This design comes from an exercise in tuning for small area, a short achievable clock period and few clock cycles per item on the open sky130 flow, not from production work. Only simulation tests tie the RTL to the original design; equivalence was not proved.

==> flow/design.v, too long to show whole: its modules and the start of the top module <==
// module Det: 2247 lines
// module fa: 6 lines
// module ha: 6 lines
// module pk_n: 6 lines
// module pk_p: 6 lines
// module gk_n: 5 lines
// module gk_p: 5 lines
module Det (clock, reset, go, readAddress, writeAddress,
            WE, readbus, writebus, overflow, finished);
  // ...
==> flow/flow/run.sh <==
#!/bin/bash
# Standard ORFS layout, with repair_timing aiming for extra setup slack
# (the clock period and constraints are the design's own) and the smallest
# buffer on each port.
set -euo pipefail
export SETUP_SLACK_MARGIN=${FLOW_SETUP_MARGIN:-9}
export BUFFER_PORTS_ARGS="-buffer_cell sky130_fd_sc_hd__buf_1"
bash standard.sh > standard.log 2>&1
==> flow/standard.sh <==
#!/bin/bash
# synth_recipe.tcl (not shown) runs the flow's synth.tcl, then flattens the netlist and writes it again
# the make line also repeats each setting of config.mk as NAME=value (left out here)
make -C /OpenROAD-flow-scripts/flow DESIGN_CONFIG=/design/flow/config.mk WORK_HOME=/design/flow/orfs CLKGATE_MAP_FILE= SYNTH_SCRIPT=/design/flow/synth_recipe.tcl "${@:-finish}"
==> flow/config.mk <==
export PLATFORM = sky130hd
export DESIGN_NAME = Det
export DESIGN_NICKNAME = Det
export VERILOG_FILES = /design/flow/design.v
export SDC_FILE = /design/flow/constraint.sdc
export NUM_CORES = 4
export LEC_CHECK = 0
export CAP_MARGIN = 20
export CORE_MARGIN = 2
export CORE_UTILIZATION = 65
export SLEW_MARGIN = 20
export SYNTH_HIERARCHICAL = 1
==> flow/constraint.sdc <==
create_clock -name core_clock -period 15.0 [get_ports {clock}]
set_input_delay 3.0000 -clock core_clock [delete_from_list [all_inputs] [get_ports {clock}]]
set_output_delay 3.0000 -clock core_clock [all_outputs]
set_load 0.01 [all_outputs]
==> results.yml, run 1 <==
finish:
  nNonClkBuffers: 123
  inverters: 21
  area_growth_pct: 3.61
  multi_input_area_sq_um: 19300
yosys:
  synth_top_area_share_pct: 27.9
  netlist_area_sq_um: 24300
  ys_seq_area_share_pct: 15.8
  yosys.area.top_type: "fa_1"
  synth_area_leaders: "fa_1, xnor2_1, dfxtp_1"
floorplan:
  die-area_sq_um: 38900
drt:
  drcViolationCount: 0
  highest_layer: "met4"
  drt_wl_total_um: 74600
clock_tree:
  holdBufCountCts: 0
  post_cts_buffers: 0
  cts-htree-levels: 4
global_routing:
  grtUsageMet3_pct: 7.58
  top_usage_layer: "met2"
hold_path:
  holdPathStages: 1
setup_path:
  criticalPathCategory: "reg -> reg"
  r2r_slack_ns: 9.18
  startpoint: "OPm[1]"
  worst_path_max_delay_cell: "fa_1"
timing:
  rsz0062_at_grt: "true"
  hold_viol_final: 0
  layout_setup_ws_ns: 9.18
outcome:
  outcome: "finished clean"
Testbench counts, summed over its fixed seeds: cycles 5,128, dets 320.
==> inputs of run 2 (changes only) <==
--- a/flow/design.v
+++ b/flow/design.v
@@ -1806,437 +1806,469 @@
     assign mmb[30] = m_fs329;
     assign mma[31] = m_fc329;
     assign mmb[31] = m_fs337;
-    wire [31:0] R1_p, R1_g;
-    ha R1_h0 (.a(mma[0]), .b(mmb[0]), .s(R1_p[0]), .co(R1_g[0]));
-    ha R1_h1 (.a(mma[1]), .b(mmb[1]), .s(R1_p[1]), .co(R1_g[1]));
-    ha R1_h2 (.a(mma[2]), .b(mmb[2]), .s(R1_p[2]), .co(R1_g[2]));
-    ha R1_h3 (.a(mma[3]), .b(mmb[3]), .s(R1_p[3]), .co(R1_g[3]));
-    ha R1_h4 (.a(mma[4]), .b(mmb[4]), .s(R1_p[4]), .co(R1_g[4]));
-    ha R1_h5 (.a(mma[5]), .b(mmb[5]), .s(R1_p[5]), .co(R1_g[5]));
-    ha R1_h6 (.a(mma[6]), .b(mmb[6]), .s(R1_p[6]), .co(R1_g[6]));
-    ha R1_h7 (.a(mma[7]), .b(mmb[7]), .s(R1_p[7]), .co(R1_g[7]));
-    ha R1_h8 (.a(mma[8]), .b(mmb[8]), .s(R1_p[8]), .co(R1_g[8]));
-    ha R1_h9 (.a(mma[9]), .b(mmb[9]), .s(R1_p[9]), .co(R1_g[9]));
-    ha R1_h10 (.a(mma[10]), .b(mmb[10]), .s(R1_p[10]), .co(R1_g[10]));
-    ha R1_h11 (.a(mma[11]), .b(mmb[11]), .s(R1_p[11]), .co(R1_g[11]));
-    ha R1_h12 (.a(mma[12]), .b(mmb[12]), .s(R1_p[12]), .co(R1_g[12]));
-    ha R1_h13 (.a(mma[13]), .b(mmb[13]), .s(R1_p[13]), .co(R1_g[13]));
-    ha R1_h14 (.a(mma[14]), .b(mmb[14]), .s(R1_p[14]), .co(R1_g[14]));
-    ha R1_h15 (.a(mma[15]), .b(mmb[15]), .s(R1_p[15]), .co(R1_g[15]));
-    ha R1_h16 (.a(mma[16]), .b(mmb[16]), .s(R1_p[16]), .co(R1_g[16]));
-    ha R1_h17 (.a(mma[17]), .b(mmb[17]), .s(R1_p[17]), .co(R1_g[17]));
-    ha R1_h18 (.a(mma[18]), .b(mmb[18]), .s(R1_p[18]), .co(R1_g[18]));
-    ha R1_h19 (.a(mma[19]), .b(mmb[19]), .s(R1_p[19]), .co(R1_g[19]));
-    ha R1_h20 (.a(mma[20]), .b(mmb[20]), .s(R1_p[20]), .co(R1_g[20]));
-    ha R1_h21 (.a(mma[21]), .b(mmb[21]), .s(R1_p[21]), .co(R1_g[21]));
-    ha R1_h22 (.a(mma[22]), .b(mmb[22]), .s(R1_p[22]), .co(R1_g[22]));
-    ha R1_h23 (.a(mma[23]), .b(mmb[23]), .s(R1_p[23]), .co(R1_g[23]));
-    ha R1_h24 (.a(mma[24]), .b(mmb[24]), .s(R1_p[24]), .co(R1_g[24]));
-    ha R1_h25 (.a(mma[25]), .b(mmb[25]), .s(R1_p[25]), .co(R1_g[25]));
-    ha R1_h26 (.a(mma[26]), .b(mmb[26]), .s(R1_p[26]), .co(R1_g[26]));
-    ha R1_h27 (.a(mma[27]), .b(mmb[27]), .s(R1_p[27]), .co(R1_g[27]));
-    ha R1_h28 (.a(mma[28]), .b(mmb[28]), .s(R1_p[28]), .co(R1_g[28]));
-    ha R1_h29 (.a(mma[29]), .b(mmb[29]), .s(R1_p[29]), .co(R1_g[29]));
-    ha R1_h30 (.a(mma[30]), .b(mmb[30]), .s(R1_p[30]), .co(R1_g[30]));
-    ha R1_h31 (.a(mma[31]), .b(mmb[31]), .s(R1_p[31]), .co(R1_g[31]));
+    wire [31:0] R1_pn, R1_gn;
+    xn2 R1_x0 (.a(mma[0]), .b(mmb[0]), .y(R1_pn[0]));
+    nd2 R1_n0 (.a(mma[0]), .b(mmb[0]), .y(R1_gn[0]));
+    xn2 R1_x1 (.a(mma[1]), .b(mmb[1]), .y(R1_pn[1]));
+    nd2 R1_n1 (.a(mma[1]), .b(mmb[1]), .y(R1_gn[1]));
+    xn2 R1_x2 (.a(mma[2]), .b(mmb[2]), .y(R1_pn[2]));
+    nd2 R1_n2 (.a(mma[2]), .b(mmb[2]), .y(R1_gn[2]));
+    xn2 R1_x3 (.a(mma[3]), .b(mmb[3]), .y(R1_pn[3]));
+    nd2 R1_n3 (.a(mma[3]), .b(mmb[3]), .y(R1_gn[3]));
+    xn2 R1_x4 (.a(mma[4]), .b(mmb[4]), .y(R1_pn[4]));
+    nd2 R1_n4 (.a(mma[4]), .b(mmb[4]), .y(R1_gn[4]));
+    xn2 R1_x5 (.a(mma[5]), .b(mmb[5]), .y(R1_pn[5]));
+    nd2 R1_n5 (.a(mma[5]), .b(mmb[5]), .y(R1_gn[5]));
+    xn2 R1_x6 (.a(mma[6]), .b(mmb[6]), .y(R1_pn[6]));
+    nd2 R1_n6 (.a(mma[6]), .b(mmb[6]), .y(R1_gn[6]));
+    xn2 R1_x7 (.a(mma[7]), .b(mmb[7]), .y(R1_pn[7]));
+    nd2 R1_n7 (.a(mma[7]), .b(mmb[7]), .y(R1_gn[7]));
+    xn2 R1_x8 (.a(mma[8]), .b(mmb[8]), .y(R1_pn[8]));
+    nd2 R1_n8 (.a(mma[8]), .b(mmb[8]), .y(R1_gn[8]));
+    xn2 R1_x9 (.a(mma[9]), .b(mmb[9]), .y(R1_pn[9]));
+    nd2 R1_n9 (.a(mma[9]), .b(mmb[9]), .y(R1_gn[9]));
+    xn2 R1_x10 (.a(mma[10]), .b(mmb[10]), .y(R1_pn[10]));
+    nd2 R1_n10 (.a(mma[10]), .b(mmb[10]), .y(R1_gn[10]));
+    xn2 R1_x11 (.a(mma[11]), .b(mmb[11]), .y(R1_pn[11]));
+    nd2 R1_n11 (.a(mma[11]), .b(mmb[11]), .y(R1_gn[11]));
+    xn2 R1_x12 (.a(mma[12]), .b(mmb[12]), .y(R1_pn[12]));
+    nd2 R1_n12 (.a(mma[12]), .b(mmb[12]), .y(R1_gn[12]));
+    xn2 R1_x13 (.a(mma[13]), .b(mmb[13]), .y(R1_pn[13]));
+    nd2 R1_n13 (.a(mma[13]), .b(mmb[13]), .y(R1_gn[13]));
+    xn2 R1_x14 (.a(mma[14]), .b(mmb[14]), .y(R1_pn[14]));
+    nd2 R1_n14 (.a(mma[14]), .b(mmb[14]), .y(R1_gn[14]));
+    xn2 R1_x15 (.a(mma[15]), .b(mmb[15]), .y(R1_pn[15]));
+    nd2 R1_n15 (.a(mma[15]), .b(mmb[15]), .y(R1_gn[15]));
+    xn2 R1_x16 (.a(mma[16]), .b(mmb[16]), .y(R1_pn[16]));
+    nd2 R1_n16 (.a(mma[16]), .b(mmb[16]), .y(R1_gn[16]));
+    xn2 R1_x17 (.a(mma[17]), .b(mmb[17]), .y(R1_pn[17]));
+    nd2 R1_n17 (.a(mma[17]), .b(mmb[17]), .y(R1_gn[17]));
+    xn2 R1_x18 (.a(mma[18]), .b(mmb[18]), .y(R1_pn[18]));
+    nd2 R1_n18 (.a(mma[18]), .b(mmb[18]), .y(R1_gn[18]));
+    xn2 R1_x19 (.a(mma[19]), .b(mmb[19]), .y(R1_pn[19]));
+    nd2 R1_n19 (.a(mma[19]), .b(mmb[19]), .y(R1_gn[19]));
+    xn2 R1_x20 (.a(mma[20]), .b(mmb[20]), .y(R1_pn[20]));
+    nd2 R1_n20 (.a(mma[20]), .b(mmb[20]), .y(R1_gn[20]));
+    xn2 R1_x21 (.a(mma[21]), .b(mmb[21]), .y(R1_pn[21]));
+    nd2 R1_n21 (.a(mma[21]), .b(mmb[21]), .y(R1_gn[21]));
+    xn2 R1_x22 (.a(mma[22]), .b(mmb[22]), .y(R1_pn[22]));
+    nd2 R1_n22 (.a(mma[22]), .b(mmb[22]), .y(R1_gn[22]));
+    xn2 R1_x23 (.a(mma[23]), .b(mmb[23]), .y(R1_pn[23]));
+    nd2 R1_n23 (.a(mma[23]), .b(mmb[23]), .y(R1_gn[23]));
+    xn2 R1_x24 (.a(mma[24]), .b(mmb[24]), .y(R1_pn[24]));
+    nd2 R1_n24 (.a(mma[24]), .b(mmb[24]), .y(R1_gn[24]));
+    xn2 R1_x25 (.a(mma[25]), .b(mmb[25]), .y(R1_pn[25]));
+    nd2 R1_n25 (.a(mma[25]), .b(mmb[25]), .y(R1_gn[25]));
+    xn2 R1_x26 (.a(mma[26]), .b(mmb[26]), .y(R1_pn[26]));
+    nd2 R1_n26 (.a(mma[26]), .b(mmb[26]), .y(R1_gn[26]));
+    xn2 R1_x27 (.a(mma[27]), .b(mmb[27]), .y(R1_pn[27]));
+    nd2 R1_n27 (.a(mma[27]), .b(mmb[27]), .y(R1_gn[27]));
+    xn2 R1_x28 (.a(mma[28]), .b(mmb[28]), .y(R1_pn[28]));
+    nd2 R1_n28 (.a(mma[28]), .b(mmb[28]), .y(R1_gn[28]));
+    xn2 R1_x29 (.a(mma[29]), .b(mmb[29]), .y(R1_pn[29]));
+    nd2 R1_n29 (.a(mma[29]), .b(mmb[29]), .y(R1_gn[29]));
+    xn2 R1_x30 (.a(mma[30]), .b(mmb[30]), .y(R1_pn[30]));
+    nd2 R1_n30 (.a(mma[30]), .b(mmb[30]), .y(R1_gn[30]));
+    xn2 R1_x31 (.a(mma[31]), .b(mmb[31]), .y(R1_pn[31]));
+    nd2 R1_n31 (.a(mma[31]), .b(mmb[31]), .y(R1_gn[31]));
     wire R1_G0;
-    gk_n R1_k0 (.gh(R1_g[1]), .ph(R1_p[1]), .gl(R1_g[0]), .go(R1_G0));
+    gk_p R1_k0 (.gh(R1_gn[1]), .ph(R1_pn[1]), .gl(R1_gn[0]), .go(R1_G0));
     wire R1_G1;
     wire R1_P1;
-    pk_n R1_k1 (.gh(R1_g[2]), .ph(R1_p[2]), .gl(R1_g[1]), .pl(R1_p[1]), .go(R1_G1), .po(R1_P1));
+    pk_p R1_k1 (.gh(R1_gn[2]), .ph(R1_pn[2]), .gl(R1_gn[1]), .pl(R1_pn[1]), .go(R1_G1), .po(R1_P1));
     wire R1_G2;
     wire R1_P2;
-    pk_n R1_k2 (.gh(R1_g[3]), .ph(R1_p[3]), .gl(R1_g[2]), .pl(R1_p[2]), .go(R1_G2), .po(R1_P2));
+    pk_p R1_k2 (.gh(R1_gn[3]), .ph(R1_pn[3]), .gl(R1_gn[2]), .pl(R1_pn[2]), .go(R1_G2), .po(R1_P2));
     wire R1_G3;
     wire R1_P3;
-    pk_n R1_k3 (.gh(R1_g[4]), .ph(R1_p[4]), .gl(R1_g[3]), .pl(R1_p[3]), .go(R1_G3), .po(R1_P3));
+    pk_p R1_k3 (.gh(R1_gn[4]), .ph(R1_pn[4]), .gl(R1_gn[3]), .pl(R1_pn[3]), .go(R1_G3), .po(R1_P3));
     wire R1_G4;
     wire R1_P4;
-    pk_n R1_k4 (.gh(R1_g[5]), .ph(R1_p[5]), .gl(R1_g[4]), .pl(R1_p[4]), .go(R1_G4), .po(R1_P4));
+    pk_p R1_k4 (.gh(R1_gn[5]), .ph(R1_pn[5]), .gl(R1_gn[4]), .pl(R1_pn[4]), .go(R1_G4), .po(R1_P4));
     wire R1_G5;
     wire R1_P5;
-    pk_n R1_k5 (.gh(R1_g[6]), .ph(R1_p[6]), .gl(R1_g[5]), .pl(R1_p[5]), .go(R1_G5), .po(R1_P5));
+    pk_p R1_k5 (.gh(R1_gn[6]), .ph(R1_pn[6]), .gl(R1_gn[5]), .pl(R1_pn[5]), .go(R1_G5), .po(R1_P5));
     wire R1_G6;
     wire R1_P6;
-    pk_n R1_k6 (.gh(R1_g[7]), .ph(R1_p[7]), .gl(R1_g[6]), .pl(R1_p[6]), .go(R1_G6), .po(R1_P6));
+    pk_p R1_k6 (.gh(R1_gn[7]), .ph(R1_pn[7]), .gl(R1_gn[6]), .pl(R1_pn[6]), .go(R1_G6), .po(R1_P6));
     wire R1_G7;
     wire R1_P7;
-    pk_n R1_k7 (.gh(R1_g[8]), .ph(R1_p[8]), .gl(R1_g[7]), .pl(R1_p[7]), .go(R1_G7), .po(R1_P7));
+    pk_p R1_k7 (.gh(R1_gn[8]), .ph(R1_pn[8]), .gl(R1_gn[7]), .pl(R1_pn[7]), .go(R1_G7), .po(R1_P7));
     wire R1_G8;
     wire R1_P8;
-    pk_n R1_k8 (.gh(R1_g[9]), .ph(R1_p[9]), .gl(R1_g[8]), .pl(R1_p[8]), .go(R1_G8), .po(R1_P8));
+    pk_p R1_k8 (.gh(R1_gn[9]), .ph(R1_pn[9]), .gl(R1_gn[8]), .pl(R1_pn[8]), .go(R1_G8), .po(R1_P8));
     wire R1_G9;
     wire R1_P9;
-    pk_n R1_k9 (.gh(R1_g[10]), .ph(R1_p[10]), .gl(R1_g[9]), .pl(R1_p[9]), .go(R1_G9), .po(R1_P9));
+    pk_p R1_k9 (.gh(R1_gn[10]), .ph(R1_pn[10]), .gl(R1_gn[9]), .pl(R1_pn[9]), .go(R1_G9), .po(R1_P9));
     wire R1_G10;
     wire R1_P10;
-    pk_n R1_k10 (.gh(R1_g[11]), .ph(R1_p[11]), .gl(R1_g[10]), .pl(R1_p[10]), .go(R1_G10), .po(R1_P10));
+    pk_p R1_k10 (.gh(R1_gn[11]), .ph(R1_pn[11]), .gl(R1_gn[10]), .pl(R1_pn[10]), .go(R1_G10), .po(R1_P10));
     wire R1_G11;
     wire R1_P11;
-    pk_n R1_k11 (.gh(R1_g[12]), .ph(R1_p[12]), .gl(R1_g[11]), .pl(R1_p[11]), .go(R1_G11), .po(R1_P11));
+    pk_p R1_k11 (.gh(R1_gn[12]), .ph(R1_pn[12]), .gl(R1_gn[11]), .pl(R1_pn[11]), .go(R1_G11), .po(R1_P11));
     wire R1_G12;
     wire R1_P12;
-    pk_n R1_k12 (.gh(R1_g[13]), .ph(R1_p[13]), .gl(R1_g[12]), .pl(R1_p[12]), .go(R1_G12), .po(R1_P12));
+    pk_p R1_k12 (.gh(R1_gn[13]), .ph(R1_pn[13]), .gl(R1_gn[12]), .pl(R1_pn[12]), .go(R1_G12), .po(R1_P12));
     wire R1_G13;
     wire R1_P13;
-    pk_n R1_k13 (.gh(R1_g[14]), .ph(R1_p[14]), .gl(R1_g[13]), .pl(R1_p[13]), .go(R1_G13), .po(R1_P13));
+    pk_p R1_k13 (.gh(R1_gn[14]), .ph(R1_pn[14]), .gl(R1_gn[13]), .pl(R1_pn[13]), .go(R1_G13), .po(R1_P13));
     wire R1_G14;
     wire R1_P14;
-    pk_n R1_k14 (.gh(R1_g[15]), .ph(R1_p[15]), .gl(R1_g[14]), .pl(R1_p[14]), .go(R1_G14), .po(R1_P14));
+    pk_p R1_k14 (.gh(R1_gn[15]), .ph(R1_pn[15]), .gl(R1_gn[14]), .pl(R1_pn[14]), .go(R1_G14), .po(R1_P14));
     wire R1_G15;
     wire R1_P15;
-    pk_n R1_k15 (.gh(R1_g[16]), .ph(R1_p[16]), .gl(R1_g[15]), .pl(R1_p[15]), .go(R1_G15), .po(R1_P15));
+    pk_p R1_k15 (.gh(R1_gn[16]), .ph(R1_pn[16]), .gl(R1_gn[15]), .pl(R1_pn[15]), .go(R1_G15), .po(R1_P15));
     wire R1_G16;
     wire R1_P16;
-    pk_n R1_k16 (.gh(R1_g[17]), .ph(R1_p[17]), .gl(R1_g[16]), .pl(R1_p[16]), .go(R1_G16), .po(R1_P16));
+    pk_p R1_k16 (.gh(R1_gn[17]), .ph(R1_pn[17]), .gl(R1_gn[16]), .pl(R1_pn[16]), .go(R1_G16), .po(R1_P16));
     wire R1_G17;
     wire R1_P17;
-    pk_n R1_k17 (.gh(R1_g[18]), .ph(R1_p[18]), .gl(R1_g[17]), .pl(R1_p[17]), .go(R1_G17), .po(R1_P17));
+    pk_p R1_k17 (.gh(R1_gn[18]), .ph(R1_pn[18]), .gl(R1_gn[17]), .pl(R1_pn[17]), .go(R1_G17), .po(R1_P17));
     wire R1_G18;
     wire R1_P18;
-    pk_n R1_k18 (.gh(R1_g[19]), .ph(R1_p[19]), .gl(R1_g[18]), .pl(R1_p[18]), .go(R1_G18), .po(R1_P18));
+    pk_p R1_k18 (.gh(R1_gn[19]), .ph(R1_pn[19]), .gl(R1_gn[18]), .pl(R1_pn[18]), .go(R1_G18), .po(R1_P18));
     wire R1_G19;
     wire R1_P19;
-    pk_n R1_k19 (.gh(R1_g[20]), .ph(R1_p[20]), .gl(R1_g[19]), .pl(R1_p[19]), .go(R1_G19), .po(R1_P19));
+    pk_p R1_k19 (.gh(R1_gn[20]), .ph(R1_pn[20]), .gl(R1_gn[19]), .pl(R1_pn[19]), .go(R1_G19), .po(R1_P19));
     wire R1_G20;
     wire R1_P20;
-    pk_n R1_k20 (.gh(R1_g[21]), .ph(R1_p[21]), .gl(R1_g[20]), .pl(R1_p[20]), .go(R1_G20), .po(R1_P20));
+    pk_p R1_k20 (.gh(R1_gn[21]), .ph(R1_pn[21]), .gl(R1_gn[20]), .pl(R1_pn[20]), .go(R1_G20), .po(R1_P20));
     wire R1_G21;
     wire R1_P21;
-    pk_n R1_k21 (.gh(R1_g[22]), .ph(R1_p[22]), .gl(R1_g[21]), .pl(R1_p[21]), .go(R1_G21), .po(R1_P21));
+    pk_p R1_k21 (.gh(R1_gn[22]), .ph(R1_pn[22]), .gl(R1_gn[21]), .pl(R1_pn[21]), .go(R1_G21), .po(R1_P21));
     wire R1_G22;
     wire R1_P22;
-    pk_n R1_k22 (.gh(R1_g[23]), .ph(R1_p[23]), .gl(R1_g[22]), .pl(R1_p[22]), .go(R1_G22), .po(R1_P22));
+    pk_p R1_k22 (.gh(R1_gn[23]), .ph(R1_pn[23]), .gl(R1_gn[22]), .pl(R1_pn[22]), .go(R1_G22), .po(R1_P22));
     wire R1_G23;
     wire R1_P23;
-    pk_n R1_k23 (.gh(R1_g[24]), .ph(R1_p[24]), .gl(R1_g[23]), .pl(R1_p[23]), .go(R1_G23), .po(R1_P23));
+    pk_p R1_k23 (.gh(R1_gn[24]), .ph(R1_pn[24]), .gl(R1_gn[23]), .pl(R1_pn[23]), .go(R1_G23), .po(R1_P23));
     wire R1_G24;
     wire R1_P24;
-    pk_n R1_k24 (.gh(R1_g[25]), .ph(R1_p[25]), .gl(R1_g[24]), .pl(R1_p[24]), .go(R1_G24), .po(R1_P24));
+    pk_p R1_k24 (.gh(R1_gn[25]), .ph(R1_pn[25]), .gl(R1_gn[24]), .pl(R1_pn[24]), .go(R1_G24), .po(R1_P24));
     wire R1_G25;
     wire R1_P25;
-    pk_n R1_k25 (.gh(R1_g[26]), .ph(R1_p[26]), .gl(R1_g[25]), .pl(R1_p[25]), .go(R1_G25), .po(R1_P25));
+    pk_p R1_k25 (.gh(R1_gn[26]), .ph(R1_pn[26]), .gl(R1_gn[25]), .pl(R1_pn[25]), .go(R1_G25), .po(R1_P25));
     wire R1_G26;
     wire R1_P26;
-    pk_n R1_k26 (.gh(R1_g[27]), .ph(R1_p[27]), .gl(R1_g[26]), .pl(R1_p[26]), .go(R1_G26), .po(R1_P26));
+    pk_p R1_k26 (.gh(R1_gn[27]), .ph(R1_pn[27]), .gl(R1_gn[26]), .pl(R1_pn[26]), .go(R1_G26), .po(R1_P26));
     wire R1_G27;
     wire R1_P27;
-    pk_n R1_k27 (.gh(R1_g[28]), .ph(R1_p[28]), .gl(R1_g[27]), .pl(R1_p[27]), .go(R1_G27), .po(R1_P27));
+    pk_p R1_k27 (.gh(R1_gn[28]), .ph(R1_pn[28]), .gl(R1_gn[27]), .pl(R1_pn[27]), .go(R1_G27), .po(R1_P27));
     wire R1_G28;
     wire R1_P28;
-    pk_n R1_k28 (.gh(R1_g[29]), .ph(R1_p[29]), .gl(R1_g[28]), .pl(R1_p[28]), .go(R1_G28), .po(R1_P28));
+    pk_p R1_k28 (.gh(R1_gn[29]), .ph(R1_pn[29]), .gl(R1_gn[28]), .pl(R1_pn[28]), .go(R1_G28), .po(R1_P28));
     wire R1_G29;
     wire R1_P29;
-    pk_n R1_k29 (.gh(R1_g[30]), .ph(R1_p[30]), .gl(R1_g[29]), .pl(R1_p[29]), .go(R1_G29), .po(R1_P29));
+    pk_p R1_k29 (.gh(R1_gn[30]), .ph(R1_pn[30]), .gl(R1_gn[29]), .pl(R1_pn[29]), .go(R1_G29), .po(R1_P29));
     wire R1_G30;
     wire R1_P30;
-    pk_n R1_k30 (.gh(R1_g[31]), .ph(R1_p[31]), .gl(R1_g[30]), .pl(R1_p[30]), .go(R1_G30), .po(R1_P30));
-    wire R1_i31g = ~R1_g[0];
+    pk_p R1_k30 (.gh(R1_gn[31]), .ph(R1_pn[31]), .gl(R1_gn[30]), .pl(R1_pn[30]), .go(R1_G30), .po(R1_P30));
+    wire R1_i31g = ~R1_gn[0];
     wire R1_G31;
-    gk_p R1_k31 (.gh(R1_G1), .ph(R1_P1), .gl(R1_i31g), .go(R1_G31));
+    gk_n R1_k31 (.gh(R1_G1), .ph(R1_P1), .gl(R1_i31g), .go(R1_G31));
     wire R1_G32;
-    gk_p R1_k32 (.gh(R1_G2), .ph(R1_P2), .gl(R1_G0), .go(R1_G32));
+    gk_n R1_k32 (.gh(R1_G2), .ph(R1_P2), .gl(R1_G0), .go(R1_G32));
     wire R1_G33;
     wire R1_P33;
-    pk_p R1_k33 (.gh(R1_G3), .ph(R1_P3), .gl(R1_G1), .pl(R1_P1), .go(R1_G33), .po(R1_P33));
+    pk_n R1_k33 (.gh(R1_G3), .ph(R1_P3), .gl(R1_G1), .pl(R1_P1), .go(R1_G33), .po(R1_P33));
     wire R1_G34;
     wire R1_P34;
-    pk_p R1_k34 (.gh(R1_G4), .ph(R1_P4), .gl(R1_G2), .pl(R1_P2), .go(R1_G34), .po(R1_P34));
+    pk_n R1_k34 (.gh(R1_G4), .ph(R1_P4), .gl(R1_G2), .pl(R1_P2), .go(R1_G34), .po(R1_P34));
     wire R1_G35;
     wire R1_P35;
-    pk_p R1_k35 (.gh(R1_G5), .ph(R1_P5), .gl(R1_G3), .pl(R1_P3), .go(R1_G35), .po(R1_P35));
+    pk_n R1_k35 (.gh(R1_G5), .ph(R1_P5), .gl(R1_G3), .pl(R1_P3), .go(R1_G35), .po(R1_P35));
     wire R1_G36;
     wire R1_P36;
-    pk_p R1_k36 (.gh(R1_G6), .ph(R1_P6), .gl(R1_G4), .pl(R1_P4), .go(R1_G36), .po(R1_P36));
+    pk_n R1_k36 (.gh(R1_G6), .ph(R1_P6), .gl(R1_G4), .pl(R1_P4), .go(R1_G36), .po(R1_P36));
     wire R1_G37;
     wire R1_P37;
-    pk_p R1_k37 (.gh(R1_G7), .ph(R1_P7), .gl(R1_G5), .pl(R1_P5), .go(R1_G37), .po(R1_P37));
+    pk_n R1_k37 (.gh(R1_G7), .ph(R1_P7), .gl(R1_G5), .pl(R1_P5), .go(R1_G37), .po(R1_P37));
     wire R1_G38;
     wire R1_P38;
-    pk_p R1_k38 (.gh(R1_G8), .ph(R1_P8), .gl(R1_G6), .pl(R1_P6), .go(R1_G38), .po(R1_P38));
+    pk_n R1_k38 (.gh(R1_G8), .ph(R1_P8), .gl(R1_G6), .pl(R1_P6), .go(R1_G38), .po(R1_P38));
     wire R1_G39;
     wire R1_P39;
-    pk_p R1_k39 (.gh(R1_G9), .ph(R1_P9), .gl(R1_G7), .pl(R1_P7), .go(R1_G39), .po(R1_P39));
+    pk_n R1_k39 (.gh(R1_G9), .ph(R1_P9), .gl(R1_G7), .pl(R1_P7), .go(R1_G39), .po(R1_P39));
     wire R1_G40;
     wire R1_P40;
-    pk_p R1_k40 (.gh(R1_G10), .ph(R1_P10), .gl(R1_G8), .pl(R1_P8), .go(R1_G40), .po(R1_P40));
+    pk_n R1_k40 (.gh(R1_G10), .ph(R1_P10), .gl(R1_G8), .pl(R1_P8), .go(R1_G40), .po(R1_P40));
     wire R1_G41;
     wire R1_P41;
-    pk_p R1_k41 (.gh(R1_G11), .ph(R1_P11), .gl(R1_G9), .pl(R1_P9), .go(R1_G41), .po(R1_P41));
+    pk_n R1_k41 (.gh(R1_G11), .ph(R1_P11), .gl(R1_G9), .pl(R1_P9), .go(R1_G41), .po(R1_P41));
     wire R1_G42;
     wire R1_P42;
-    pk_p R1_k42 (.gh(R1_G12), .ph(R1_P12), .gl(R1_G10), .pl(R1_P10), .go(R1_G42), .po(R1_P42));
+    pk_n R1_k42 (.gh(R1_G12), .ph(R1_P12), .gl(R1_G10), .pl(R1_P10), .go(R1_G42), .po(R1_P42));
     wire R1_G43;
     wire R1_P43;
-    pk_p R1_k43 (.gh(R1_G13), .ph(R1_P13), .gl(R1_G11), .pl(R1_P11), .go(R1_G43), .po(R1_P43));
+    pk_n R1_k43 (.gh(R1_G13), .ph(R1_P13), .gl(R1_G11), .pl(R1_P11), .go(R1_G43), .po(R1_P43));
     wire R1_G44;
     wire R1_P44;
-    pk_p R1_k44 (.gh(R1_G14), .ph(R1_P14), .gl(R1_G12), .pl(R1_P12), .go(R1_G44), .po(R1_P44));
+    pk_n R1_k44 (.gh(R1_G14), .ph(R1_P14), .gl(R1_G12), .pl(R1_P12), .go(R1_G44), .po(R1_P44));
     wire R1_G45;
     wire R1_P45;
-    pk_p R1_k45 (.gh(R1_G15), .ph(R1_P15), .gl(R1_G13), .pl(R1_P13), .go(R1_G45), .po(R1_P45));
+    pk_n R1_k45 (.gh(R1_G15), .ph(R1_P15), .gl(R1_G13), .pl(R1_P13), .go(R1_G45), .po(R1_P45));
     wire R1_G46;
     wire R1_P46;
-    pk_p R1_k46 (.gh(R1_G16), .ph(R1_P16), .gl(R1_G14), .pl(R1_P14), .go(R1_G46), .po(R1_P46));
+    pk_n R1_k46 (.gh(R1_G16), .ph(R1_P16), .gl(R1_G14), .pl(R1_P14), .go(R1_G46), .po(R1_P46));
     wire R1_G47;
     wire R1_P47;
-    pk_p R1_k47 (.gh(R1_G17), .ph(R1_P17), .gl(R1_G15), .pl(R1_P15), .go(R1_G47), .po(R1_P47));
+    pk_n R1_k47 (.gh(R1_G17), .ph(R1_P17), .gl(R1_G15), .pl(R1_P15), .go(R1_G47), .po(R1_P47));
     wire R1_G48;
     wire R1_P48;
-    pk_p R1_k48 (.gh(R1_G18), .ph(R1_P18), .gl(R1_G16), .pl(R1_P16), .go(R1_G48), .po(R1_P48));
+    pk_n R1_k48 (.gh(R1_G18), .ph(R1_P18), .gl(R1_G16), .pl(R1_P16), .go(R1_G48), .po(R1_P48));
     wire R1_G49;
     wire R1_P49;
-    pk_p R1_k49 (.gh(R1_G19), .ph(R1_P19), .gl(R1_G17), .pl(R1_P17), .go(R1_G49), .po(R1_P49));
+    pk_n R1_k49 (.gh(R1_G19), .ph(R1_P19), .gl(R1_G17), .pl(R1_P17), .go(R1_G49), .po(R1_P49));
     wire R1_G50;
     wire R1_P50;
-    pk_p R1_k50 (.gh(R1_G20), .ph(R1_P20), .gl(R1_G18), .pl(R1_P18), .go(R1_G50), .po(R1_P50));
+    pk_n R1_k50 (.gh(R1_G20), .ph(R1_P20), .gl(R1_G18), .pl(R1_P18), .go(R1_G50), .po(R1_P50));
     wire R1_G51;
     wire R1_P51;
-    pk_p R1_k51 (.gh(R1_G21), .ph(R1_P21), .gl(R1_G19), .pl(R1_P19), .go(R1_G51), .po(R1_P51));
+    pk_n R1_k51 (.gh(R1_G21), .ph(R1_P21), .gl(R1_G19), .pl(R1_P19), .go(R1_G51), .po(R1_P51));
     wire R1_G52;
     wire R1_P52;
-    pk_p R1_k52 (.gh(R1_G22), .ph(R1_P22), .gl(R1_G20), .pl(R1_P20), .go(R1_G52), .po(R1_P52));
+    pk_n R1_k52 (.gh(R1_G22), .ph(R1_P22), .gl(R1_G20), .pl(R1_P20), .go(R1_G52), .po(R1_P52));
     wire R1_G53;
     wire R1_P53;
-    pk_p R1_k53 (.gh(R1_G23), .ph(R1_P23), .gl(R1_G21), .pl(R1_P21), .go(R1_G53), .po(R1_P53));
+    pk_n R1_k53 (.gh(R1_G23), .ph(R1_P23), .gl(R1_G21), .pl(R1_P21), .go(R1_G53), .po(R1_P53));
     wire R1_G54;
     wire R1_P54;
-    pk_p R1_k54 (.gh(R1_G24), .ph(R1_P24), .gl(R1_G22), .pl(R1_P22), .go(R1_G54), .po(R1_P54));
+    pk_n R1_k54 (.gh(R1_G24), .ph(R1_P24), .gl(R1_G22), .pl(R1_P22), .go(R1_G54), .po(R1_P54));
     wire R1_G55;
     wire R1_P55;
-    pk_p R1_k55 (.gh(R1_G25), .ph(R1_P25), .gl(R1_G23), .pl(R1_P23), .go(R1_G55), .po(R1_P55));
+    pk_n R1_k55 (.gh(R1_G25), .ph(R1_P25), .gl(R1_G23), .pl(R1_P23), .go(R1_G55), .po(R1_P55));
     wire R1_G56;
     wire R1_P56;
-    pk_p R1_k56 (.gh(R1_G26), .ph(R1_P26), .gl(R1_G24), .pl(R1_P24), .go(R1_G56), .po(R1_P56));
+    pk_n R1_k56 (.gh(R1_G26), .ph(R1_P26), .gl(R1_G24), .pl(R1_P24), .go(R1_G56), .po(R1_P56));
     wire R1_G57;
     wire R1_P57;
-    pk_p R1_k57 (.gh(R1_G27), .ph(R1_P27), .gl(R1_G25), .pl(R1_P25), .go(R1_G57), .po(R1_P57));
+    pk_n R1_k57 (.gh(R1_G27), .ph(R1_P27), .gl(R1_G25), .pl(R1_P25), .go(R1_G57), .po(R1_P57));
     wire R1_G58;
     wire R1_P58;
-    pk_p R1_k58 (.gh(R1_G28), .ph(R1_P28), .gl(R1_G26), .pl(R1_P26), .go(R1_G58), .po(R1_P58));
+    pk_n R1_k58 (.gh(R1_G28), .ph(R1_P28), .gl(R1_G26), .pl(R1_P26), .go(R1_G58), .po(R1_P58));
     wire R1_G59;
     wire R1_P59;
-    pk_p R1_k59 (.gh(R1_G29), .ph(R1_P29), .gl(R1_G27), .pl(R1_P27), .go(R1_G59), .po(R1_P59));
+    pk_n R1_k59 (.gh(R1_G29), .ph(R1_P29), .gl(R1_G27), .pl(R1_P27), .go(R1_G59), .po(R1_P59));
     wire R1_G60;
     wire R1_P60;
-    pk_p R1_k60 (.gh(R1_G30), .ph(R1_P30), .gl(R1_G28), .pl(R1_P28), .go(R1_G60), .po(R1_P60));
+    pk_n R1_k60 (.gh(R1_G30), .ph(R1_P30), .gl(R1_G28), .pl(R1_P28), .go(R1_G60), .po(R1_P60));
     wire R1_G61;
-    gk_n R1_k61 (.gh(R1_G33), .ph(R1_P33), .gl(R1_g[0]), .go(R1_G61));
+    gk_p R1_k61 (.gh(R1_G33), .ph(R1_P33), .gl(R1_gn[0]), .go(R1_G61));
     wire R1_i62g = ~R1_G0;
     wire R1_G62;
-    gk_n R1_k62 (.gh(R1_G34), .ph(R1_P34), .gl(R1_i62g), .go(R1_G62));
+    gk_p R1_k62 (.gh(R1_G34), .ph(R1_P34), .gl(R1_i62g), .go(R1_G62));
     wire R1_G63;
-    gk_n R1_k63 (.gh(R1_G35), .ph(R1_P35), .gl(R1_G31), .go(R1_G63));
+    gk_p R1_k63 (.gh(R1_G35), .ph(R1_P35), .gl(R1_G31), .go(R1_G63));
     wire R1_G64;
-    gk_n R1_k64 (.gh(R1_G36), .ph(R1_P36), .gl(R1_G32), .go(R1_G64));
+    gk_p R1_k64 (.gh(R1_G36), .ph(R1_P36), .gl(R1_G32), .go(R1_G64));
     wire R1_G65;
     wire R1_P65;
-    pk_n R1_k65 (.gh(R1_G37), .ph(R1_P37), .gl(R1_G33), .pl(R1_P33), .go(R1_G65), .po(R1_P65));
+    pk_p R1_k65 (.gh(R1_G37), .ph(R1_P37), .gl(R1_G33), .pl(R1_P33), .go(R1_G65), .po(R1_P65));
     wire R1_G66;
     wire R1_P66;
-    pk_n R1_k66 (.gh(R1_G38), .ph(R1_P38), .gl(R1_G34), .pl(R1_P34), .go(R1_G66), .po(R1_P66));
+    pk_p R1_k66 (.gh(R1_G38), .ph(R1_P38), .gl(R1_G34), .pl(R1_P34), .go(R1_G66), .po(R1_P66));
     wire R1_G67;
     wire R1_P67;
-    pk_n R1_k67 (.gh(R1_G39), .ph(R1_P39), .gl(R1_G35), .pl(R1_P35), .go(R1_G67), .po(R1_P67));
+    pk_p R1_k67 (.gh(R1_G39), .ph(R1_P39), .gl(R1_G35), .pl(R1_P35), .go(R1_G67), .po(R1_P67));
     wire R1_G68;
     wire R1_P68;
-    pk_n R1_k68 (.gh(R1_G40), .ph(R1_P40), .gl(R1_G36), .pl(R1_P36), .go(R1_G68), .po(R1_P68));
+    pk_p R1_k68 (.gh(R1_G40), .ph(R1_P40), .gl(R1_G36), .pl(R1_P36), .go(R1_G68), .po(R1_P68));
     wire R1_G69;
     wire R1_P69;
-    pk_n R1_k69 (.gh(R1_G41), .ph(R1_P41), .gl(R1_G37), .pl(R1_P37), .go(R1_G69), .po(R1_P69));
+    pk_p R1_k69 (.gh(R1_G41), .ph(R1_P41), .gl(R1_G37), .pl(R1_P37), .go(R1_G69), .po(R1_P69));
     wire R1_G70;
     wire R1_P70;
-    pk_n R1_k70 (.gh(R1_G42), .ph(R1_P42), .gl(R1_G38), .pl(R1_P38), .go(R1_G70), .po(R1_P70));
+    pk_p R1_k70 (.gh(R1_G42), .ph(R1_P42), .gl(R1_G38), .pl(R1_P38), .go(R1_G70), .po(R1_P70));
     wire R1_G71;
     wire R1_P71;
-    pk_n R1_k71 (.gh(R1_G43), .ph(R1_P43), .gl(R1_G39), .pl(R1_P39), .go(R1_G71), .po(R1_P71));
+    pk_p R1_k71 (.gh(R1_G43), .ph(R1_P43), .gl(R1_G39), .pl(R1_P39), .go(R1_G71), .po(R1_P71));
     wire R1_G72;
     wire R1_P72;
-    pk_n R1_k72 (.gh(R1_G44), .ph(R1_P44), .gl(R1_G40), .pl(R1_P40), .go(R1_G72), .po(R1_P72));
+    pk_p R1_k72 (.gh(R1_G44), .ph(R1_P44), .gl(R1_G40), .pl(R1_P40), .go(R1_G72), .po(R1_P72));
     wire R1_G73;
     wire R1_P73;
-    pk_n R1_k73 (.gh(R1_G45), .ph(R1_P45), .gl(R1_G41), .pl(R1_P41), .go(R1_G73), .po(R1_P73));
+    pk_p R1_k73 (.gh(R1_G45), .ph(R1_P45), .gl(R1_G41), .pl(R1_P41), .go(R1_G73), .po(R1_P73));
     wire R1_G74;
     wire R1_P74;
-    pk_n R1_k74 (.gh(R1_G46), .ph(R1_P46), .gl(R1_G42), .pl(R1_P42), .go(R1_G74), .po(R1_P74));
+    pk_p R1_k74 (.gh(R1_G46), .ph(R1_P46), .gl(R1_G42), .pl(R1_P42), .go(R1_G74), .po(R1_P74));
     wire R1_G75;
     wire R1_P75;
-    pk_n R1_k75 (.gh(R1_G47), .ph(R1_P47), .gl(R1_G43), .pl(R1_P43), .go(R1_G75), .po(R1_P75));
+    pk_p R1_k75 (.gh(R1_G47), .ph(R1_P47), .gl(R1_G43), .pl(R1_P43), .go(R1_G75), .po(R1_P75));
     wire R1_G76;
     wire R1_P76;
-    pk_n R1_k76 (.gh(R1_G48), .ph(R1_P48), .gl(R1_G44), .pl(R1_P44), .go(R1_G76), .po(R1_P76));
+    pk_p R1_k76 (.gh(R1_G48), .ph(R1_P48), .gl(R1_G44), .pl(R1_P44), .go(R1_G76), .po(R1_P76));
     wire R1_G77;
     wire R1_P77;
-    pk_n R1_k77 (.gh(R1_G49), .ph(R1_P49), .gl(R1_G45), .pl(R1_P45), .go(R1_G77), .po(R1_P77));
+    pk_p R1_k77 (.gh(R1_G49), .ph(R1_P49), .gl(R1_G45), .pl(R1_P45), .go(R1_G77), .po(R1_P77));
     wire R1_G78;
     wire R1_P78;
-    pk_n R1_k78 (.gh(R1_G50), .ph(R1_P50), .gl(R1_G46), .pl(R1_P46), .go(R1_G78), .po(R1_P78));
+    pk_p R1_k78 (.gh(R1_G50), .ph(R1_P50), .gl(R1_G46), .pl(R1_P46), .go(R1_G78), .po(R1_P78));
     wire R1_G79;
     wire R1_P79;
-    pk_n R1_k79 (.gh(R1_G51), .ph(R1_P51), .gl(R1_G47), .pl(R1_P47), .go(R1_G79), .po(R1_P79));
+    pk_p R1_k79 (.gh(R1_G51), .ph(R1_P51), .gl(R1_G47), .pl(R1_P47), .go(R1_G79), .po(R1_P79));
     wire R1_G80;
     wire R1_P80;
-    pk_n R1_k80 (.gh(R1_G52), .ph(R1_P52), .gl(R1_G48), .pl(R1_P48), .go(R1_G80), .po(R1_P80));
+    pk_p R1_k80 (.gh(R1_G52), .ph(R1_P52), .gl(R1_G48), .pl(R1_P48), .go(R1_G80), .po(R1_P80));
     wire R1_G81;
     wire R1_P81;
-    pk_n R1_k81 (.gh(R1_G53), .ph(R1_P53), .gl(R1_G49), .pl(R1_P49), .go(R1_G81), .po(R1_P81));
+    pk_p R1_k81 (.gh(R1_G53), .ph(R1_P53), .gl(R1_G49), .pl(R1_P49), .go(R1_G81), .po(R1_P81));
     wire R1_G82;
     wire R1_P82;
-    pk_n R1_k82 (.gh(R1_G54), .ph(R1_P54), .gl(R1_G50), .pl(R1_P50), .go(R1_G82), .po(R1_P82));
+    pk_p R1_k82 (.gh(R1_G54), .ph(R1_P54), .gl(R1_G50), .pl(R1_P50), .go(R1_G82), .po(R1_P82));
     wire R1_G83;
     wire R1_P83;
-    pk_n R1_k83 (.gh(R1_G55), .ph(R1_P55), .gl(R1_G51), .pl(R1_P51), .go(R1_G83), .po(R1_P83));
+    pk_p R1_k83 (.gh(R1_G55), .ph(R1_P55), .gl(R1_G51), .pl(R1_P51), .go(R1_G83), .po(R1_P83));
     wire R1_G84;
     wire R1_P84;
-    pk_n R1_k84 (.gh(R1_G56), .ph(R1_P56), .gl(R1_G52), .pl(R1_P52), .go(R1_G84), .po(R1_P84));
+    pk_p R1_k84 (.gh(R1_G56), .ph(R1_P56), .gl(R1_G52), .pl(R1_P52), .go(R1_G84), .po(R1_P84));
     wire R1_G85;
     wire R1_P85;
-    pk_n R1_k85 (.gh(R1_G57), .ph(R1_P57), .gl(R1_G53), .pl(R1_P53), .go(R1_G85), .po(R1_P85));
+    pk_p R1_k85 (.gh(R1_G57), .ph(R1_P57), .gl(R1_G53), .pl(R1_P53), .go(R1_G85), .po(R1_P85));
     wire R1_G86;
     wire R1_P86;
-    pk_n R1_k86 (.gh(R1_G58), .ph(R1_P58), .gl(R1_G54), .pl(R1_P54), .go(R1_G86), .po(R1_P86));
+    pk_p R1_k86 (.gh(R1_G58), .ph(R1_P58), .gl(R1_G54), .pl(R1_P54), .go(R1_G86), .po(R1_P86));
     wire R1_G87;
     wire R1_P87;
-    pk_n R1_k87 (.gh(R1_G59), .ph(R1_P59), .gl(R1_G55), .pl(R1_P55), .go(R1_G87), .po(R1_P87));
+    pk_p R1_k87 (.gh(R1_G59), .ph(R1_P59), .gl(R1_G55), .pl(R1_P55), .go(R1_G87), .po(R1_P87));
     wire R1_G88;
     wire R1_P88;
-    pk_n R1_k88 (.gh(R1_G60), .ph(R1_P60), .gl(R1_G56), .pl(R1_P56), .go(R1_G88), .po(R1_P88));
-    wire R1_i89g = ~R1_g[0];
+    pk_p R1_k88 (.gh(R1_G60), .ph(R1_P60), .gl(R1_G56), .pl(R1_P56), .go(R1_G88), .po(R1_P88));
+    wire R1_i89g = ~R1_gn[0];
     wire R1_G89;
-    gk_p R1_k89 (.gh(R1_G65), .ph(R1_P65), .gl(R1_i89g), .go(R1_G89));
+    gk_n R1_k89 (.gh(R1_G65), .ph(R1_P65), .gl(R1_i89g), .go(R1_G89));
     wire R1_G90;
-    gk_p R1_k90 (.gh(R1_G66), .ph(R1_P66), .gl(R1_G0), .go(R1_G90));
+    gk_n R1_k90 (.gh(R1_G66), .ph(R1_P66), .gl(R1_G0), .go(R1_G90));
     wire R1_i91g = ~R1_G31;
     wire R1_G91;
-    gk_p R1_k91 (.gh(R1_G67), .ph(R1_P67), .gl(R1_i91g), .go(R1_G91));
+    gk_n R1_k91 (.gh(R1_G67), .ph(R1_P67), .gl(R1_i91g), .go(R1_G91));
     wire R1_i92g = ~R1_G32;
     wire R1_G92;
-    gk_p R1_k92 (.gh(R1_G68), .ph(R1_P68), .gl(R1_i92g), .go(R1_G92));
+    gk_n R1_k92 (.gh(R1_G68), .ph(R1_P68), .gl(R1_i92g), .go(R1_G92));
     wire R1_G93;
-    gk_p R1_k93 (.gh(R1_G69), .ph(R1_P69), .gl(R1_G61), .go(R1_G93));
+    gk_n R1_k93 (.gh(R1_G69), .ph(R1_P69), .gl(R1_G61), .go(R1_G93));
     wire R1_G94;
-    gk_p R1_k94 (.gh(R1_G70), .ph(R1_P70), .gl(R1_G62), .go(R1_G94));
+    gk_n R1_k94 (.gh(R1_G70), .ph(R1_P70), .gl(R1_G62), .go(R1_G94));
     wire R1_G95;
-    gk_p R1_k95 (.gh(R1_G71), .ph(R1_P71), .gl(R1_G63), .go(R1_G95));
+    gk_n R1_k95 (.gh(R1_G71), .ph(R1_P71), .gl(R1_G63), .go(R1_G95));
     wire R1_G96;
-    gk_p R1_k96 (.gh(R1_G72), .ph(R1_P72), .gl(R1_G64), .go(R1_G96));
+    gk_n R1_k96 (.gh(R1_G72), .ph(R1_P72), .gl(R1_G64), .go(R1_G96));
     wire R1_G97;
     wire R1_P97;
-    pk_p R1_k97 (.gh(R1_G73), .ph(R1_P73), .gl(R1_G65), .pl(R1_P65), .go(R1_G97), .po(R1_P97));
+    pk_n R1_k97 (.gh(R1_G73), .ph(R1_P73), .gl(R1_G65), .pl(R1_P65), .go(R1_G97), .po(R1_P97));
     wire R1_G98;
     wire R1_P98;
-    pk_p R1_k98 (.gh(R1_G74), .ph(R1_P74), .gl(R1_G66), .pl(R1_P66), .go(R1_G98), .po(R1_P98));
+    pk_n R1_k98 (.gh(R1_G74), .ph(R1_P74), .gl(R1_G66), .pl(R1_P66), .go(R1_G98), .po(R1_P98));
     wire R1_G99;
     wire R1_P99;
-    pk_p R1_k99 (.gh(R1_G75), .ph(R1_P75), .gl(R1_G67), .pl(R1_P67), .go(R1_G99), .po(R1_P99));
+    pk_n R1_k99 (.gh(R1_G75), .ph(R1_P75), .gl(R1_G67), .pl(R1_P67), .go(R1_G99), .po(R1_P99));
     wire R1_G100;
     wire R1_P100;
-    pk_p R1_k100 (.gh(R1_G76), .ph(R1_P76), .gl(R1_G68), .pl(R1_P68), .go(R1_G100), .po(R1_P100));
+    pk_n R1_k100 (.gh(R1_G76), .ph(R1_P76), .gl(R1_G68), .pl(R1_P68), .go(R1_G100), .po(R1_P100));
     wire R1_G101;
     wire R1_P101;
-    pk_p R1_k101 (.gh(R1_G77), .ph(R1_P77), .gl(R1_G69), .pl(R1_P69), .go(R1_G101), .po(R1_P101));
+    pk_n R1_k101 (.gh(R1_G77), .ph(R1_P77), .gl(R1_G69), .pl(R1_P69), .go(R1_G101), .po(R1_P101));
     wire R1_G102;
     wire R1_P102;
-    pk_p R1_k102 (.gh(R1_G78), .ph(R1_P78), .gl(R1_G70), .pl(R1_P70), .go(R1_G102), .po(R1_P102));
+    pk_n R1_k102 (.gh(R1_G78), .ph(R1_P78), .gl(R1_G70), .pl(R1_P70), .go(R1_G102), .po(R1_P102));
     wire R1_G103;
     wire R1_P103;
-    pk_p R1_k103 (.gh(R1_G79), .ph(R1_P79), .gl(R1_G71), .pl(R1_P71), .go(R1_G103), .po(R1_P103));
+    pk_n R1_k103 (.gh(R1_G79), .ph(R1_P79), .gl(R1_G71), .pl(R1_P71), .go(R1_G103), .po(R1_P103));
     wire R1_G104;
     wire R1_P104;
-    pk_p R1_k104 (.gh(R1_G80), .ph(R1_P80), .gl(R1_G72), .pl(R1_P72), .go(R1_G104), .po(R1_P104));
+    pk_n R1_k104 (.gh(R1_G80), .ph(R1_P80), .gl(R1_G72), .pl(R1_P72), .go(R1_G104), .po(R1_P104));
     wire R1_G105;
     wire R1_P105;
-    pk_p R1_k105 (.gh(R1_G81), .ph(R1_P81), .gl(R1_G73), .pl(R1_P73), .go(R1_G105), .po(R1_P105));
+    pk_n R1_k105 (.gh(R1_G81), .ph(R1_P81), .gl(R1_G73), .pl(R1_P73), .go(R1_G105), .po(R1_P105));
     wire R1_G106;
     wire R1_P106;
-    pk_p R1_k106 (.gh(R1_G82), .ph(R1_P82), .gl(R1_G74), .pl(R1_P74), .go(R1_G106), .po(R1_P106));
+    pk_n R1_k106 (.gh(R1_G82), .ph(R1_P82), .gl(R1_G74), .pl(R1_P74), .go(R1_G106), .po(R1_P106));
     wire R1_G107;
     wire R1_P107;
-    pk_p R1_k107 (.gh(R1_G83), .ph(R1_P83), .gl(R1_G75), .pl(R1_P75), .go(R1_G107), .po(R1_P107));
+    pk_n R1_k107 (.gh(R1_G83), .ph(R1_P83), .gl(R1_G75), .pl(R1_P75), .go(R1_G107), .po(R1_P107));
     wire R1_G108;
     wire R1_P108;
-    pk_p R1_k108 (.gh(R1_G84), .ph(R1_P84), .gl(R1_G76), .pl(R1_P76), .go(R1_G108), .po(R1_P108));
+    pk_n R1_k108 (.gh(R1_G84), .ph(R1_P84), .gl(R1_G76), .pl(R1_P76), .go(R1_G108), .po(R1_P108));
     wire R1_G109;
     wire R1_P109;
-    pk_p R1_k109 (.gh(R1_G85), .ph(R1_P85), .gl(R1_G77), .pl(R1_P77), .go(R1_G109), .po(R1_P109));
+    pk_n R1_k109 (.gh(R1_G85), .ph(R1_P85), .gl(R1_G77), .pl(R1_P77), .go(R1_G109), .po(R1_P109));
     wire R1_G110;
     wire R1_P110;
-    pk_p R1_k110 (.gh(R1_G86), .ph(R1_P86), .gl(R1_G78), .pl(R1_P78), .go(R1_G110), .po(R1_P110));
+    pk_n R1_k110 (.gh(R1_G86), .ph(R1_P86), .gl(R1_G78), .pl(R1_P78), .go(R1_G110), .po(R1_P110));
     wire R1_G111;
     wire R1_P111;
-    pk_p R1_k111 (.gh(R1_G87), .ph(R1_P87), .gl(R1_G79), .pl(R1_P79), .go(R1_G111), .po(R1_P111));
+    pk_n R1_k111 (.gh(R1_G87), .ph(R1_P87), .gl(R1_G79), .pl(R1_P79), .go(R1_G111), .po(R1_P111));
     wire R1_G112;
     wire R1_P112;
-    pk_p R1_k112 (.gh(R1_G88), .ph(R1_P88), .gl(R1_G80), .pl(R1_P80), .go(R1_G112), .po(R1_P112));
+    pk_n R1_k112 (.gh(R1_G88), .ph(R1_P88), .gl(R1_G80), .pl(R1_P80), .go(R1_G112), .po(R1_P112));
     wire R1_G113;
-    gk_n R1_k113 (.gh(R1_G97), .ph(R1_P97), .gl(R1_g[0]), .go(R1_G113));
+    gk_p R1_k113 (.gh(R1_G97), .ph(R1_P97), .gl(R1_gn[0]), .go(R1_G113));
     wire R1_i114g = ~R1_G0;
     wire R1_G114;
-    gk_n R1_k114 (.gh(R1_G98), .ph(R1_P98), .gl(R1_i114g), .go(R1_G114));
+    gk_p R1_k114 (.gh(R1_G98), .ph(R1_P98), .gl(R1_i114g), .go(R1_G114));
     wire R1_G115;
-    gk_n R1_k115 (.gh(R1_G99), .ph(R1_P99), .gl(R1_G31), .go(R1_G115));
+    gk_p R1_k115 (.gh(R1_G99), .ph(R1_P99), .gl(R1_G31), .go(R1_G115));
     wire R1_G116;
-    gk_n R1_k116 (.gh(R1_G100), .ph(R1_P100), .gl(R1_G32), .go(R1_G116));
+    gk_p R1_k116 (.gh(R1_G100), .ph(R1_P100), .gl(R1_G32), .go(R1_G116));
     wire R1_i117g = ~R1_G61;
     wire R1_G117;
-    gk_n R1_k117 (.gh(R1_G101), .ph(R1_P101), .gl(R1_i117g), .go(R1_G117));
+    gk_p R1_k117 (.gh(R1_G101), .ph(R1_P101), .gl(R1_i117g), .go(R1_G117));
     wire R1_i118g = ~R1_G62;
     wire R1_G118;
-    gk_n R1_k118 (.gh(R1_G102), .ph(R1_P102), .gl(R1_i118g), .go(R1_G118));
+    gk_p R1_k118 (.gh(R1_G102), .ph(R1_P102), .gl(R1_i118g), .go(R1_G118));
     wire R1_i119g = ~R1_G63;
     wire R1_G119;
-    gk_n R1_k119 (.gh(R1_G103), .ph(R1_P103), .gl(R1_i119g), .go(R1_G119));
+    gk_p R1_k119 (.gh(R1_G103), .ph(R1_P103), .gl(R1_i119g), .go(R1_G119));
     wire R1_i120g = ~R1_G64;
     wire R1_G120;
-    gk_n R1_k120 (.gh(R1_G104), .ph(R1_P104), .gl(R1_i120g), .go(R1_G120));
+    gk_p R1_k120 (.gh(R1_G104), .ph(R1_P104), .gl(R1_i120g), .go(R1_G120));
     wire R1_G121;
-    gk_n R1_k121 (.gh(R1_G105), .ph(R1_P105), .gl(R1_G89), .go(R1_G121));
+    gk_p R1_k121 (.gh(R1_G105), .ph(R1_P105), .gl(R1_G89), .go(R1_G121));
     wire R1_G122;
-    gk_n R1_k122 (.gh(R1_G106), .ph(R1_P106), .gl(R1_G90), .go(R1_G122));
+    gk_p R1_k122 (.gh(R1_G106), .ph(R1_P106), .gl(R1_G90), .go(R1_G122));
     wire R1_G123;
-    gk_n R1_k123 (.gh(R1_G107), .ph(R1_P107), .gl(R1_G91), .go(R1_G123));
+    gk_p R1_k123 (.gh(R1_G107), .ph(R1_P107), .gl(R1_G91), .go(R1_G123));
     wire R1_G124;
-    gk_n R1_k124 (.gh(R1_G108), .ph(R1_P108), .gl(R1_G92), .go(R1_G124));
+    gk_p R1_k124 (.gh(R1_G108), .ph(R1_P108), .gl(R1_G92), .go(R1_G124));
     wire R1_G125;
-    gk_n R1_k125 (.gh(R1_G109), .ph(R1_P109), .gl(R1_G93), .go(R1_G125));
+    gk_p R1_k125 (.gh(R1_G109), .ph(R1_P109), .gl(R1_G93), .go(R1_G125));
     wire R1_G126;
-    gk_n R1_k126 (.gh(R1_G110), .ph(R1_P110), .gl(R1_G94), .go(R1_G126));
+    gk_p R1_k126 (.gh(R1_G110), .ph(R1_P110), .gl(R1_G94), .go(R1_G126));
     wire R1_G127;
-    gk_n R1_k127 (.gh(R1_G111), .ph(R1_P111), .gl(R1_G95), .go(R1_G127));
+    gk_p R1_k127 (.gh(R1_G111), .ph(R1_P111), .gl(R1_G95), .go(R1_G127));
     wire R1_G128;
-    gk_n R1_k128 (.gh(R1_G112), .ph(R1_P112), .gl(R1_G96), .go(R1_G128));
-    assign R1[0] = R1_p[0];
-    assign R1[1] = R1_p[1] ^ R1_g[0];
-    assign R1[2] = ~(R1_p[2] ^ R1_G0);
-    assign R1[3] = R1_p[3] ^ R1_G31;
-    assign R1[4] = R1_p[4] ^ R1_G32;
-    assign R1[5] = ~(R1_p[5] ^ R1_G61);
-    assign R1[6] = ~(R1_p[6] ^ R1_G62);
-    assign R1[7] = ~(R1_p[7] ^ R1_G63);
-    assign R1[8] = ~(R1_p[8] ^ R1_G64);
-    assign R1[9] = R1_p[9] ^ R1_G89;
-    assign R1[10] = R1_p[10] ^ R1_G90;
-    assign R1[11] = R1_p[11] ^ R1_G91;
-    assign R1[12] = R1_p[12] ^ R1_G92;
-    assign R1[13] = R1_p[13] ^ R1_G93;
-    assign R1[14] = R1_p[14] ^ R1_G94;
-    assign R1[15] = R1_p[15] ^ R1_G95;
-    assign R1[16] = R1_p[16] ^ R1_G96;
-    assign R1[17] = ~(R1_p[17] ^ R1_G113);
-    assign R1[18] = ~(R1_p[18] ^ R1_G114);
-    assign R1[19] = ~(R1_p[19] ^ R1_G115);
-    assign R1[20] = ~(R1_p[20] ^ R1_G116);
-    assign R1[21] = ~(R1_p[21] ^ R1_G117);
-    assign R1[22] = ~(R1_p[22] ^ R1_G118);
-    assign R1[23] = ~(R1_p[23] ^ R1_G119);
-    assign R1[24] = ~(R1_p[24] ^ R1_G120);
-    assign R1[25] = ~(R1_p[25] ^ R1_G121);
-    assign R1[26] = ~(R1_p[26] ^ R1_G122);
-    assign R1[27] = ~(R1_p[27] ^ R1_G123);
-    assign R1[28] = ~(R1_p[28] ^ R1_G124);
-    assign R1[29] = ~(R1_p[29] ^ R1_G125);
-    assign R1[30] = ~(R1_p[30] ^ R1_G126);
-    assign R1[31] = ~(R1_p[31] ^ R1_G127);
+    gk_p R1_k128 (.gh(R1_G112), .ph(R1_P112), .gl(R1_G96), .go(R1_G128));
+    assign R1[0] = ~R1_pn[0];
+    assign R1[1] = R1_pn[1] ^ R1_gn[0];
+    assign R1[2] = ~(R1_pn[2] ^ R1_G0);
+    assign R1[3] = R1_pn[3] ^ R1_G31;
+    assign R1[4] = R1_pn[4] ^ R1_G32;
+    assign R1[5] = ~(R1_pn[5] ^ R1_G61);
+    assign R1[6] = ~(R1_pn[6] ^ R1_G62);
+    assign R1[7] = ~(R1_pn[7] ^ R1_G63);
+    assign R1[8] = ~(R1_pn[8] ^ R1_G64);
+    assign R1[9] = R1_pn[9] ^ R1_G89;
+    assign R1[10] = R1_pn[10] ^ R1_G90;
+    assign R1[11] = R1_pn[11] ^ R1_G91;
+    assign R1[12] = R1_pn[12] ^ R1_G92;
+    assign R1[13] = R1_pn[13] ^ R1_G93;
+    assign R1[14] = R1_pn[14] ^ R1_G94;
+    assign R1[15] = R1_pn[15] ^ R1_G95;
+    assign R1[16] = R1_pn[16] ^ R1_G96;
+    assign R1[17] = ~(R1_pn[17] ^ R1_G113);
+    assign R1[18] = ~(R1_pn[18] ^ R1_G114);
+    assign R1[19] = ~(R1_pn[19] ^ R1_G115);
+    assign R1[20] = ~(R1_pn[20] ^ R1_G116);
+    assign R1[21] = ~(R1_pn[21] ^ R1_G117);
+    assign R1[22] = ~(R1_pn[22] ^ R1_G118);
+    assign R1[23] = ~(R1_pn[23] ^ R1_G119);
+    assign R1[24] = ~(R1_pn[24] ^ R1_G120);
+    assign R1[25] = ~(R1_pn[25] ^ R1_G121);
+    assign R1[26] = ~(R1_pn[26] ^ R1_G122);
+    assign R1[27] = ~(R1_pn[27] ^ R1_G123);
+    assign R1[28] = ~(R1_pn[28] ^ R1_G124);
+    assign R1[29] = ~(R1_pn[29] ^ R1_G125);
+    assign R1[30] = ~(R1_pn[30] ^ R1_G126);
+    assign R1[31] = ~(R1_pn[31] ^ R1_G127);
     assign R2 = t2a + t2b;
     assign writebus = M;
     always @(posedge clock) begin
@@ -2279,3 +2311,13 @@
     output go;
     assign go = ~(gh & (ph | gl));
 endmodule
+module xn2 (a, b, y);
+    input  a, b;
+    output y;
+    assign y = ~(a ^ b);
+endmodule
+module nd2 (a, b, y);
+    input  a, b;
+    output y;
+    assign y = ~(a & b);
+endmodule
==> flow/flow/run.sh (replaced) <==
#!/bin/bash
# Standard ORFS layout, with repair_timing aiming for extra setup slack
# (the clock period and constraints are the design's own), the smallest
# buffer on each port, and ABC sizing cells for a 1 fF output load.
set -euo pipefail
export SETUP_SLACK_MARGIN=${FLOW_SETUP_MARGIN:-9}
export BUFFER_PORTS_ARGS="-buffer_cell sky130_fd_sc_hd__buf_1"
bash standard.sh ABC_LOAD_IN_FF=1 finish > standard.log 2>&1
--- a/flow/config.mk
+++ b/flow/config.mk
@@ -8,5 +8,6 @@
 export CAP_MARGIN = 20
 export CORE_MARGIN = 2
 export CORE_UTILIZATION = 65
+export PLACE_DENSITY = 0.85
 export SLEW_MARGIN = 20
 export SYNTH_HIERARCHICAL = 1
==> run 2 against run 1 <==
Against the previous run:
- via count is 2.1% higher
- critical endpoint is now M[27]
- still clean
- routed wire length shrank 1.4%
- non-clock buffer count fell by 3
==> results.yml, run 2 <==
outcome:
  outcome: "finished clean"
drt:
  drtAntennaViolNets: 0
  dr.pass1.iters: 10
  drt_wl_total_um: 73600
  drcViolationCount: 0
  wl_per_cell_um: 25.8
  first_iter_violations: 2695
  vias: 19800
setup_path:
  critPathArrivalTime_ns: 6.22
  critPathRequiredTime_ns: 15.34
  r2r_slack_ns: 9.12
  crit_path_max_fanout: 28
  r2r_end: "M[27]"
  cp-start-kind: "register"
  r2r_start: "OPm[6]"
  worst-r2r-cell-count: 18
  criticalPathCategory: "reg -> reg"
timing:
  fin_worst_skew_ns: 0.0192
  setup_tns_ns: 0
  rsz0062_at_grt: "true"
  hold_viol_final: 0
  post-route-period-util_pct: 39.2
  finalSetupViolations: 0
  tightest_slew_ns: 0.923
  clock.fmax_ghz: 0.170
floorplan:
  io-pin-count: 84
  coreArea_sq_um: 36300
  die_h_um: 196
  start_util_pct: 65.7
  die-area_sq_um: 38300
yosys:
  synth_area_leaders: "fa_1, xnor2_1, dfxtp_1"
  async_reset_ff_share_pct: 0
  yosysWarnings: 7
  synth_commonest_cells: "xnor2_1, a22oi_1, fa_1"
  syn_area_per_cell_sq_um: 9.55
  synth_most_common_cell: "xnor2_1"
  synth_top_area_share_pct: 28.3
  ys_seq_area_share_pct: 16.1
  synth.distinct_cells: 57
  synth_edf_count: 16
  yosys_register_bits: 184
  netlist_area_sq_um: 23900
  yosys.area.top_type: "fa_1"
placement:
  dpl.hpwl_um: 53500
  placed_cells: 2825
  dpl_cell_area_sq_um: 24000
  routabilityCongestion: 1.01
clock_tree:
  cts-htree-levels: 4
  holdBufCountCts: 0
  cts_buffers: 17
  clk_pin_slew_ns: 0.09
  insertion_delay_ns: 0.46
  post_cts_buffers: 0
  cts.sink_count: 184
  root_buffer: "clkbuf_16"
  clockBufferDepth: 2
global_routing:
  antenna_found_initial: 0
  grt_pass1_vias: 20500
  grt_util_all_layers_pct: 38.9
  grt_max_degree: 65
hold_path:
  min_path_type: "reg -> reg"
  worstHoldStart: "P[16]"
  holdPathStages: 1
finish:
  final_cells: 2857
  antennaDiodeCount: 0
  drive_gt1_share_pct: 7.49
  area_growth_pct: 4.23
## run 2: what timing repair did
action | 4_1_cts | 5_1_grt
setup endpoints to repair | 14 | 18
hold endpoints to repair | 0 | 0
gates resized for setup | 23 | 58
## run 2: cells by family (layout without fill, tap and decap cells)
family,count (synthesis),count (layout),share of synthesized area (%)
AOI/OAI and AO/OA,658,658,18.8
xor gates and xnor gates,525,525,19.3
adders and majority gates,402,402,31.7
buffers and inverters,294,174,4.92
DFF,184,184,16.1
muxes,34,34,1.59
other,2,11,0.0315
and+or+nand+nor,401,401,7.55
## run 2: critical path, cell delays in order, from the launching register on
cell,delay [ns]
dfxtp_1,0.33
buf_6,0.28
a22oi_1,0.16
xnor2_1,0.21
fa_1,0.48
fa_1,0.47
fa_1,0.53
fa_1,0.43
ha_1,0.24
nor2b_1,0.15
fa_1,0.53
fa_1,0.47
xnor2_2,0.20
nor2_1,0.27
nand2_1,0.16
nor2_1,0.29
nand2_1,0.10
o21ai_1,0.30
xnor2_1,0.14
## run 2: layer usage
layer / vias to the layer above / routed length, um / global-route usage, %
li1: 8263 / - / -
met1: 9688 / 26800 / 49.9
met2: 1486 / 35100 / 63.5
met3: 318 / 7610 / 7.68
met4: 0 / 4040 / 19.4
met5: - / 0 / 0
## run 2: modules after synthesis, one instance, submodules excluded, a selection
module  cells inside  cell area [sq um]  times used  flops+latches
fa                 1               20.0         338              0
gk_n               1               5.00          10              0
ha                 1               12.5          31              0
pk_n               2               8.76          42              0
pk_p               2               8.76          52              0
xn2                1               8.76          32              0
## run 2: area by class of cell
type	instances	area, sq um
inverters	22	82.6
repair buffers	120	702
flip-flops and latches	184	3920
well taps	468	586
fillers	2740	11500
multi-input cells	2031	19000
clock buffers	17	425
clock inverters	15	176
## run 2: metrics by stage
stage | worst slack [ns] | hold slack (ns) | utilization [%]
6_report | 9.12 | 0.438 | 68.5
5_1_grt | 9.00 | 0.450 | 68.5
4_1_cts | 8.99 | 0.436 | 67.9
3_5_place_dp | 8.81 | 0.424 | 66.1
3_3_place_gp | 8.76 | 0.406 | 66.1
2_1_floorplan | 9.40 | 0.398 | -
## run 2: worst max path at each step
stage / start / to / slack (ns)
CTS: M[5] / M[26] / 8.99
global route: M[11] / M[18] / 9.00
floorplan: OPm[8] / M[26] / 9.40
finish: OPm[6] / M[27] / 9.12
global placement: M[15] / M[18] / 8.76
detailed placement: M[13] / M[27] / 8.81
Testbench counts of run 2, summed over its fixed seeds: cycles 5,128, dets 320.

[port drivers added, routing unchanged]
The results above use ideal ports. As a check the final layouts listed here were re-extracted and re-timed, cells and wires unchanged.
Step 1, drivers: a clkbuf_16 drives clock and a buf_2 each remaining input, both assumed.
Step 2 also shifts input and output timing later by t, the mid clock arrival at the registers, as if the neighbouring blocks saw the same clock.
a / b / c = no drivers / after step 1 / after step 2; a / b = the first two.
| run | shift t [ns] | setup WS [ns] |
|---|---|---|
| run 1 | 0.524 | 9.180 / 9.180 / 8.867 |
| run 2 | 0.510 | 9.120 / 9.120 / 8.782 |
After both steps setup and hold are still met in every run listed.
